Background: an optimization exercise with open tools, aiming at small area, a short achievable clock period and few clock cycles per item. Do not read the settings as production practice.
Function was checked by simulation only, so behaviour that the tests miss may differ from the original.
Power is estimated from default activity; no workload was simulated.

==> flow/design.v (excerpt) <==
module div32
(
    input  wire        clk,
    input  wire        rst,
    input  wire        in_valid,
    output wire        in_ready,
    input  wire [31:0] in_q,
    input  wire [31:0] in_b,
    output reg         out_valid,
    output reg  [31:0] out_q,
    output reg  [31:0] out_r
);
==> flow/config.mk <==
export PLATFORM = sky130hd
export DESIGN_NAME = div32
export DESIGN_NICKNAME = div32
export VERILOG_FILES = /design/flow/design.v
export SDC_FILE = /design/flow/constraint.sdc
export NUM_CORES = 4
export LEC_CHECK = 0
export ABC_AREA = 1
export CAP_MARGIN = 20
export CORE_MARGIN = 2
export CORE_UTILIZATION = 50
export CTS_BUF_LIST = sky130_fd_sc_hd__clkbuf_8 sky130_fd_sc_hd__clkbuf_16
export CTS_CLUSTER_SIZE = 10
export SLEW_MARGIN = 20
==> flow/constraint.sdc <==
create_clock -name core_clock -period 140.0 [get_ports {clk}]
set_input_delay 28.0000 -clock core_clock [delete_from_list [all_inputs] [get_ports {clk}]]
set_output_delay 28.0000 -clock core_clock [all_outputs]
set_load 0.01 [all_outputs]
standard.sh (not shown) runs the stock make flow with config.mk's settings and CLKGATE_MAP_FILE= SYNTH_SCRIPT=/design/flow/synth_recipe.tcl, a recipe that flattens the netlist after the stock synthesis.
==> flow/flow/run.sh <==
#!/bin/bash
# The standard layout, with plain buf_1 cells as the port buffers.
set -euo pipefail
export BUFFER_PORTS_ARGS="-buffer_cell sky130_fd_sc_hd__buf_1"
bash standard.sh finish > flow.log 2>&1
Testbench counts at the start, summed over its fixed seeds: cycles 16,048, items 16,000.
Change:
==> flow/flow/run.sh (replaced) <==
#!/bin/bash
# Own layout flow: the standard layout (standard.sh) with three changes.
#  1. Synthesis is the standard synthesis script (synth_recipe.tcl) except
#     that ABC maps with flow/abc.script (area-oriented mapping without
#     ABC's own buffering and sizing; the placer's repair fixes fanout).
#     Everything else, registers and their names included, is as standard.
#  2. The port buffers are plain sky130_fd_sc_hd__buf_1 cells.
#  3. Clock tree synthesis gets explicit arguments (flow/cts_args.txt):
#     clkbuf_8 cells in sink clusters, without dummy loads.
# Each tool's output goes to its own log in this folder (synth.log,
# layout.log) besides ORFS's own logs under orfs/logs.
set -euo pipefail
here=$(pwd)
abc_script=$here/flow/abc.script
# synthesis script: synth_recipe.tcl with the ABC script swapped
{
  head -n 1 synth_recipe.tcl
  cat <<TCL
proc abc {args} {
  set i [lsearch -exact \$args -script]
  if {\$i >= 0} { lset args [expr {\$i + 1}] $abc_script }
  yosys abc {*}\$args
}
TCL
  tail -n +2 synth_recipe.tcl
} > own_synth.tcl
sed "s#SYNTH_SCRIPT=[^ ]*\.tcl#SYNTH_SCRIPT=$here/own_synth.tcl#" standard.sh > own_standard.sh
if ! grep -q "own_synth.tcl" own_standard.sh; then
  cp standard.sh own_standard.sh   # fall back to the standard synthesis
fi
export BUFFER_PORTS_ARGS="-buffer_cell sky130_fd_sc_hd__buf_1"
export CTS_ARGS="$(cat flow/cts_args.txt)"
bash own_standard.sh synth > synth.log 2>&1
bash own_standard.sh finish > layout.log 2>&1
==> flow/flow/abc.script (new file) <==
strash
dch
map -B 0.9
==> flow/flow/cts_args.txt (new file) <==
-sink_clustering_enable -repair_clock_nets -sink_clustering_size 20 -sink_clustering_max_diameter 50 -buf_list sky130_fd_sc_hd__clkbuf_8 -root_buf sky130_fd_sc_hd__clkbuf_16 -dont_use_dummy_load
- CORE_UTILIZATION: 50 -> 60
- CTS_BUF_LIST: sky130_fd_sc_hd__clkbuf_8 sky130_fd_sc_hd__clkbuf_16 -> sky130_fd_sc_hd__clkbuf_8
- CTS_CLUSTER_DIAMETER: not set -> 50
- CTS_CLUSTER_SIZE: 10 -> 20
Worst hold slack gets worse by 0.015 ns.
Combinational power fell by 2.5%.
Register-to-register slack loses 2.6 ns.
Clock power fell by 45%.
Final area came out lower by 5.1%.
Change:
==> flow/flow/run.sh (replaced) <==
#!/bin/bash
# The standard layout, with plain buf_1 cells as the port buffers.
set -euo pipefail
export BUFFER_PORTS_ARGS="-buffer_cell sky130_fd_sc_hd__buf_1"
bash standard.sh finish > flow.log 2>&1
- CTS_BUF_LIST: sky130_fd_sc_hd__clkbuf_8 -> sky130_fd_sc_hd__clkbuf_16
- CTS_CLUSTER_DIAMETER: 50 -> not set
- CTS_CLUSTER_SIZE: 20 -> 25
removed: flow/flow/abc.script
removed: flow/flow/cts_args.txt
Result:
- The changed run completed without violations
- utilization stays flat
- worst setup slack degrades by 0.023 ns
- combinational power climbs by a few percent
- register-to-register slack gains 2.4 ns
Change:
==> flow/run.sh (new file) <==
#!/bin/bash
# synth_recipe.tcl (not shown) runs the flow's synth.tcl, then flattens the netlist and writes it again
# the make line also repeats each setting of config.mk as NAME=value (left out here)
make -C /OpenROAD-flow-scripts/flow DESIGN_CONFIG=/design/flow/config.mk WORK_HOME=/design/flow/orfs CLKGATE_MAP_FILE= SYNTH_SCRIPT=/design/flow/synth_recipe.tcl finish
- CORE_UTILIZATION: 60 -> 50
- CTS_BUF_LIST: sky130_fd_sc_hd__clkbuf_16 -> sky130_fd_sc_hd__clkbuf_8 sky130_fd_sc_hd__clkbuf_16
- CTS_CLUSTER_SIZE: 25 -> 10
removed: flow/flow/run.sh
removed: flow/standard.sh
Result: Maximum frequency goes down slightly. Power barely changes. Combinational power goes up by a little under a tenth. Clock power goes down by a few percent.
Change:
==> flow/flow/run.sh (new file) <==
#!/bin/bash
# Own layout flow: the standard layout (standard.sh) with two changes.
#  1. Synthesis is the standard synthesis script (synth_recipe.tcl) except
#     that ABC maps with flow/abc.script (area-oriented mapping without
#     ABC's own buffering and sizing; the placer's repair fixes fanout).
#     Everything else, registers and their names included, is as standard.
#  2. The port buffers are plain sky130_fd_sc_hd__buf_1 cells.
# Each tool's output goes to its own log in this folder (and ORFS's logs).
set -euo pipefail
here=$(pwd)
abc_script=$here/flow/abc.script
# synthesis script: synth_recipe.tcl with the ABC script swapped
{
  head -n 1 synth_recipe.tcl
  cat <<TCL
proc abc {args} {
  set i [lsearch -exact \$args -script]
  if {\$i >= 0} { lset args [expr {\$i + 1}] $abc_script }
  yosys abc {*}\$args
}
TCL
  tail -n +2 synth_recipe.tcl
} > own_synth.tcl
sed "s#SYNTH_SCRIPT=[^ ]*synth_recipe.tcl#SYNTH_SCRIPT=$here/own_synth.tcl#" standard.sh > own_standard.sh
grep -q "own_synth.tcl" own_standard.sh
export BUFFER_PORTS_ARGS="-buffer_cell sky130_fd_sc_hd__buf_1"
export CTS_ARGS="-sink_clustering_enable -repair_clock_nets -sink_clustering_size 20 -sink_clustering_max_diameter 50 -buf_list sky130_fd_sc_hd__clkbuf_8 -dont_use_dummy_load"
bash own_standard.sh synth > synth.log 2>&1
bash own_standard.sh finish > layout.log 2>&1
==> flow/flow/abc.script (new file) <==
strash
dch
map -B 0.9
==> flow/standard.sh (new file) <==
#!/bin/bash
# synth_recipe.tcl (not shown) runs the flow's synth.tcl, then flattens the netlist and writes it again
# the make line also repeats each setting of config.mk as NAME=value (left out here)
make -C /OpenROAD-flow-scripts/flow DESIGN_CONFIG=/design/flow/config.mk WORK_HOME=/design/flow/orfs CLKGATE_MAP_FILE= SYNTH_SCRIPT=/design/flow/synth_recipe.tcl "${@:-finish}"
- CORE_UTILIZATION: 50 -> 60
- CTS_BUF_LIST: sky130_fd_sc_hd__clkbuf_8 sky130_fd_sc_hd__clkbuf_16 -> sky130_fd_sc_hd__clkbuf_8
- CTS_CLUSTER_DIAMETER: not set -> 50
- CTS_CLUSTER_SIZE: 10 -> 20
removed: flow/run.sh
Result:
- total power fell by about 19%
- count of clock-buffer cells in the layout fell by 19
- worst setup slack gets better by 0.32 ns
- worst hold slack gets worse by 0.024 ns
- clock power fell by 47%
- combinational power fell by about 9%
- synthesized area fell by 4.0%
- critical path depth stays the same

re-timing with driven ports:
The results above use ideal ports. As a check the final layouts listed here were re-extracted and re-timed, cells and wires unchanged.
Step 1 assumes that a clkbuf_16 drives the clock port and a buf_2 every other input.
Step 2 adds t to the input delays and takes it off the output delays; t is the mean of the earliest and latest rising clock arrival at the registers after step 1. Input paths then give back, and output paths get back, about the clock's delay inside the block.
Slacks: ideal / step 1 / step 2; pairs: ideal / step 1.
run | shift t [ns] | setup WS [ns] | hold slack, ns | worst register clock-pin slew, ns | worst slew at a driven data input, ns
the first run | 0.677 | 110.922 / 110.861 / 111.538 | 0.311 / 0.311 / 0.311 | 0.06 / 0.06 | 0.04
the second run | 0.582 | 110.945 / 110.889 / 111.470 | 0.296 / 0.296 / 0.296 | 0.11 / 0.11 | 0.04
the third run | 0.652 | 110.922 / 110.864 / 111.516 | 0.317 / 0.317 / 0.317 | 0.07 / 0.07 | 0.03
the fourth run | 0.659 | 110.545 / 110.486 / 111.144 | 0.321 / 0.321 / 0.321 | 0.06 / 0.06 | 0.05
the fifth run | 0.656 | 110.868 / 110.815 / 111.472 | 0.297 / 0.297 / 0.297 | 0.11 / 0.11 | 0.04
After both steps setup and hold are still met in every run listed.
